Source: an optimization exercise on an open RTL-to-GDS flow (aim: small area). Production flows keep margins and buffers that such runs may drop. In this exercise RTL edits were held to simulation tests only and were not proved equivalent to the original. Power is estimated from default activity; no workload was simulated.

==> inputs of cedar <==
==> flow/design.v (excerpt) <==
module router_top_module (
    input clock,
    input resetn,
    input packet_valid,
    input [7:0] data_in,
    input [2:0] read_en,
    output [7:0] data_out_0,
    output [7:0] data_out_1,
    output [7:0] data_out_2,
    output [2:0] valid_out,
    output error,
    output busy
);
  wire lfd_state, ld_state, laf_state, rst_int_reg, detect_add, delay_lfd_state;
  wire parity_done, low_packet_valid;
  wire fifo_full;
  wire [2:0] soft_reset;
  wire [2:0] write_enb;
  wire [2:0] empty, full;
  wire [7:0] dout;
  router_fifo FIFO_0 (
      .clock(clock), .resetn(resetn), .write_en(write_enb[0]), .read_en(read_en[0]),
      .soft_reset(soft_reset[0]), .data_in(dout), .delay_lfd_state(delay_lfd_state),
      .empty(empty[0]), .full(full[0]), .data_out(data_out_0)
  );
  router_fifo FIFO_1 (
      .clock(clock), .resetn(resetn), .write_en(write_enb[1]), .read_en(read_en[1]),
      .soft_reset(soft_reset[1]), .data_in(dout), .delay_lfd_state(delay_lfd_state),
      .empty(empty[1]), .full(full[1]), .data_out(data_out_1)
  );
  router_fifo FIFO_2 (
      .clock(clock), .resetn(resetn), .write_en(write_enb[2]), .read_en(read_en[2]),
      .soft_reset(soft_reset[2]), .data_in(dout), .delay_lfd_state(delay_lfd_state),
      .empty(empty[2]), .full(full[2]), .data_out(data_out_2)
  );
  router_synchronizer Synchroniser (
      .clock(clock), .resetn(resetn), .read_en(read_en),
  ...
==> module router_fifo, before the edit <==
module router_fifo (
    input clock,
    input resetn,
    input write_en,
    input read_en,
    input soft_reset,
    input [7:0] data_in,
    input delay_lfd_state,
    output reg empty,
    output reg full,
    output reg [7:0] data_out
);
  integer i;
  reg [7:0] mem[0:15];
  reg [4:0] occ;
  reg [6:0] cnt;   
  reg hdr;
  wire fifo_empty = &occ;
  wire fifo_full = ~occ[4] & (&occ[3:0]);
  wire wr = write_en & ~fifo_full;
  wire rd = read_en & ~fifo_empty;
  wire [7:0] head = mem[occ[3:0]];
  wire take = hdr | ~cnt[6];
  wire pop = rd & take;
  always @(posedge clock) begin
    if (wr) begin
      mem[0] <= data_in;
      for (i = 1; i < 16; i = i + 1) mem[i] <= mem[i-1];
    end
  end
  always @(posedge clock) begin
    if (!resetn || soft_reset) begin
      occ <= 5'h1f;
      cnt <= 7'h7f;
      hdr <= 1'b0;
      data_out <= 8'd0;
      empty <= 1'b1;
      full <= 1'b0;
    end else begin
      empty <= fifo_empty;
      full <= fifo_full;
      occ <= occ + {{4{pop & ~wr}}, pop ^ wr};
      hdr <= (hdr & ~rd) | (wr & delay_lfd_state);
      if (rd) begin
        data_out <= take ? head : 8'd0;
        if (hdr) cnt <= {1'b0, head[7:2]};
        else if (~cnt[6]) cnt <= cnt - 7'd1;
      end
    end
  end
endmodule
Settings: LEC_CHECK=0, ABC_AREA=1, CAP_MARGIN=20, CORE_MARGIN=2, CORE_UTILIZATION=40, CTS_BUF_LIST=sky130_fd_sc_hd__clkbuf_4, SLEW_MARGIN=20; clock period 5.0 ns.
run.sh (not shown) runs the stock make flow with config.mk's settings and CLKGATE_MAP_FILE= SYNTH_SCRIPT=/design/flow/synth_recipe.tcl, a recipe that flattens the netlist after the stock synthesis.
==> fjord: changes against cedar <==
--- a/flow/design.v
+++ b/flow/design.v
@@ -20,5 +20,10 @@
   wire wr = write_en & ~fifo_full;
   wire rd = read_en & ~fifo_empty;
-  wire [7:0] head = mem[occ[3:0]];
+  wire [7:0] l0, l1, l2, l3, head;
+  router_mux4 m0 (.a(mem[0]), .b(mem[1]), .c(mem[2]), .d(mem[3]), .s(occ[1:0]), .y(l0));
+  router_mux4 m1 (.a(mem[4]), .b(mem[5]), .c(mem[6]), .d(mem[7]), .s(occ[1:0]), .y(l1));
+  router_mux4 m2 (.a(mem[8]), .b(mem[9]), .c(mem[10]), .d(mem[11]), .s(occ[1:0]), .y(l2));
+  router_mux4 m3 (.a(mem[12]), .b(mem[13]), .c(mem[14]), .d(mem[15]), .s(occ[1:0]), .y(l3));
+  router_mux4 m4 (.a(l0), .b(l1), .c(l2), .d(l3), .s(occ[3:2]), .y(head));
   wire take = hdr | ~cnt[6];
   wire pop = rd & take;
@@ -50,4 +55,14 @@
   end
 endmodule
+module router_mux4 (
+    input [7:0] a,
+    input [7:0] b,
+    input [7:0] c,
+    input [7:0] d,
+    input [1:0] s,
+    output [7:0] y
+);
+  assign y = s[1] ? (s[0] ? d : c) : (s[0] ? b : a);
+endmodule
 module router_fsm (
     input            clock,
- ABC_AREA: 1 -> unset
- CTS_BUF_LIST: sky130_fd_sc_hd__clkbuf_4 -> sky130_fd_sc_hd__clkbuf_8
- CTS_CLUSTER_DIAMETER: unset -> 50
- CTS_CLUSTER_SIZE: unset -> 18
- SYNTH_HIERARCHICAL: unset -> 1
==> tundra: changes against cedar <==
--- a/flow/design.v
+++ b/flow/design.v
@@ -20,5 +20,10 @@
   wire wr = write_en & ~fifo_full;
   wire rd = read_en & ~fifo_empty;
-  wire [7:0] head = mem[occ[3:0]];
+  wire [7:0] l0, l1, l2, l3, head;
+  router_mux4 m0 (.a(mem[0]), .b(mem[1]), .c(mem[2]), .d(mem[3]), .s(occ[1:0]), .y(l0));
+  router_mux4 m1 (.a(mem[4]), .b(mem[5]), .c(mem[6]), .d(mem[7]), .s(occ[1:0]), .y(l1));
+  router_mux4 m2 (.a(mem[8]), .b(mem[9]), .c(mem[10]), .d(mem[11]), .s(occ[1:0]), .y(l2));
+  router_mux4 m3 (.a(mem[12]), .b(mem[13]), .c(mem[14]), .d(mem[15]), .s(occ[1:0]), .y(l3));
+  router_mux4 m4 (.a(l0), .b(l1), .c(l2), .d(l3), .s(occ[3:2]), .y(head));
   wire take = hdr | ~cnt[6];
   wire pop = rd & take;
@@ -50,4 +55,14 @@
   end
 endmodule
+module router_mux4 (
+    input [7:0] a,
+    input [7:0] b,
+    input [7:0] c,
+    input [7:0] d,
+    input [1:0] s,
+    output [7:0] y
+);
+  assign y = s[1] ? (s[0] ? d : c) : (s[0] ? b : a);
+endmodule
 module router_fsm (
     input            clock,
==> flow/flow/run.sh (new file) <==
#!/bin/bash
# Layout: the standard flow, with clock tree synthesis told not to add
# dummy loads and to build the tree from clkbuf_8 cells; synthesis buffers
# removed at floorplan, ports buffered with buf_1, and gates off the critical
# paths downsized after global routing.
set -euo pipefail
export CTS_ARGS="-sink_clustering_enable -repair_clock_nets -dont_use_dummy_load -buf_list sky130_fd_sc_hd__clkbuf_8 -sink_clustering_size 18 -sink_clustering_max_diameter 50"
export REMOVE_ABC_BUFFERS=1
export BUFFER_PORTS_ARGS="-buffer_cell sky130_fd_sc_hd__buf_1"
export RECOVER_POWER=100
bash standard.sh finish > flow_standard.log 2>&1
==> flow/standard.sh (new file) <==
#!/bin/bash
# synth_recipe.tcl (not shown) runs the flow's synth.tcl, then flattens the netlist and writes it again
# the make line also repeats each setting of config.mk as NAME=value (left out here)
make -C /OpenROAD-flow-scripts/flow DESIGN_CONFIG=/design/flow/config.mk WORK_HOME=/design/flow/orfs CLKGATE_MAP_FILE= SYNTH_SCRIPT=/design/flow/synth_recipe.tcl "${@:-finish}"
- ABC_AREA: 1 -> unset
- CTS_BUF_LIST: sky130_fd_sc_hd__clkbuf_4 -> unset
removed: flow/run.sh
==> comparison <==
Synthesized cell count: cedar > tundra > fjord.
fjord passed the timing, design-rule and antenna checks. cedar completed with no timing, DRC or antenna violations. tundra ran to the end with violations: max-capacitance violations, max-slew violations.
Clock skew: tundra > cedar > fjord.
Register-to-register slack: cedar > fjord > tundra.
The highest sequential share of layout area belongs to tundra, the lowest to cedar.
Between cedar and fjord, the lower total power is in fjord (gap 4.9%, measured against fjord).
The lowest first-iteration DRC count belongs to fjord, the highest to cedar.
Via count: fjord < tundra < cedar.
In tundra the clock-buffer cell count is lower than in cedar, by 167.

==> trial 44 <==
RTL: one of the versions met above, not the one the previous note started from.
export LEC_CHECK = 0
export CAP_MARGIN = 20
export CORE_MARGIN = 2
export CORE_UTILIZATION = 40
export SLEW_MARGIN = 20
create_clock -name core_clock -period 5.0 [get_ports {clock}]
standard.sh (not shown) runs the stock make flow with config.mk's settings and CLKGATE_MAP_FILE= SYNTH_SCRIPT=/design/flow/synth_recipe.tcl, a recipe that flattens the netlist after the stock synthesis.
==> flow/flow/run.sh <==
#!/bin/bash
# Layout: the standard flow, with synthesis buffers removed at floorplan,
# ports buffered with buf_1, and clock tree synthesis told not to add dummy
# loads and to build the tree from clkbuf_8 cells.
set -euo pipefail
export CTS_ARGS="-sink_clustering_enable -repair_clock_nets -dont_use_dummy_load -buf_list sky130_fd_sc_hd__clkbuf_8 -sink_clustering_size 24 -sink_clustering_max_diameter 40"
export REMOVE_ABC_BUFFERS=1
export BUFFER_PORTS_ARGS="-buffer_cell sky130_fd_sc_hd__buf_1"
bash standard.sh finish > flow_standard.log 2>&1
==> trial 86: changes against trial 44 <==
==> flow/run.sh (new file) <==
#!/bin/bash
# synth_recipe.tcl (not shown) runs the flow's synth.tcl, then flattens the netlist and writes it again
# the make line also repeats each setting of config.mk as NAME=value (left out here)
make -C /OpenROAD-flow-scripts/flow DESIGN_CONFIG=/design/flow/config.mk WORK_HOME=/design/flow/orfs CLKGATE_MAP_FILE= SYNTH_SCRIPT=/design/flow/synth_recipe.tcl finish
CTS_BUF_LIST = sky130_fd_sc_hd__clkbuf_8   (was default)
CTS_CLUSTER_DIAMETER = 40   (was default)
CTS_CLUSTER_SIZE = 22   (was default)
SYNTH_HIERARCHICAL = 1   (was default)
removed: flow/flow/run.sh
removed: flow/standard.sh
==> out/summary.txt <==
Result of the run -> no timing/DRC/antenna violations
Cell breakdown of the critical path -> buf_4 > nand4_1 > o21ai_0 > a21oi_1 > ha_1 > inv_1 > ha_1 > inv_1 > fa_1 > inv_1 > a21o_1 > a21oi_1 > xnor2_1 > nand2_1
Per-cell via count in the routed design -> 5.53
End point of the critical path -> FIFO_0.occ[4]$_SDFF_PP1_
Clock latency at the later pin of the worst-skew pair -> 0.68 ns
Final worst slack -> 1.64 ns
Share of cell area taken by multi-input logic gates -> 0.281
Critical Path RT -> 5.55 ns
# the run above: trial 44

==> out/summary.txt <==
Share of cell area taken by multi-input logic gates -> 0.277
Per-cell via count in the routed design -> 5.44
Result of the run -> no timing/DRC/antenna violations
Clock buffer count -> 74
R2r startpoint -> Synchroniser.soft_reset[1]$_SDFF_PN0_
End point of the critical path -> busy
Antenna violations before repair -> 8
Clock latency at the later pin of the worst-skew pair -> 0.65 ns
# the run above: trial 86

==> what the ideal ports hide <==
No port has a modelled driver above. Below, the same layouts with a new extraction and two added sets of constraints. Step 1, drivers: a clkbuf_16 drives clock and a buf_2 each remaining input, both assumed. Step 2 times the ports against the registers' clock, not the clock port: input delays grow and output delays shrink by t, the midpoint of the rising clock arrivals with the driver on. a / b / c = ideal ports / drivers / drivers and shift; a / b = the first two.
run | shift t [ns] | slack for setup (ns) | worst setup path at the end | worst register clock-pin slew, ns
cedar | 0.980 | 1.534 / 1.481 / 1.377 | input to register | 0.08 / 0.08
fjord | 0.688 | 1.528 / 1.476 / 1.076 | input to register | 0.11 / 0.11
tundra | 0.661 | 1.239 / 1.239 / 0.849 | input to register | 0.11 / 0.11
trial 44 | 0.693 | 1.642 / 1.642 / 1.226 | input to register | 0.10 / 0.10
trial 86 | 0.685 | 1.527 / 1.475 / 1.046 | input to register | 0.09 / 0.09
The setup slack of trial 86, which loses most, moves by -0.052 ns with the drivers and by -0.481 ns with both steps.
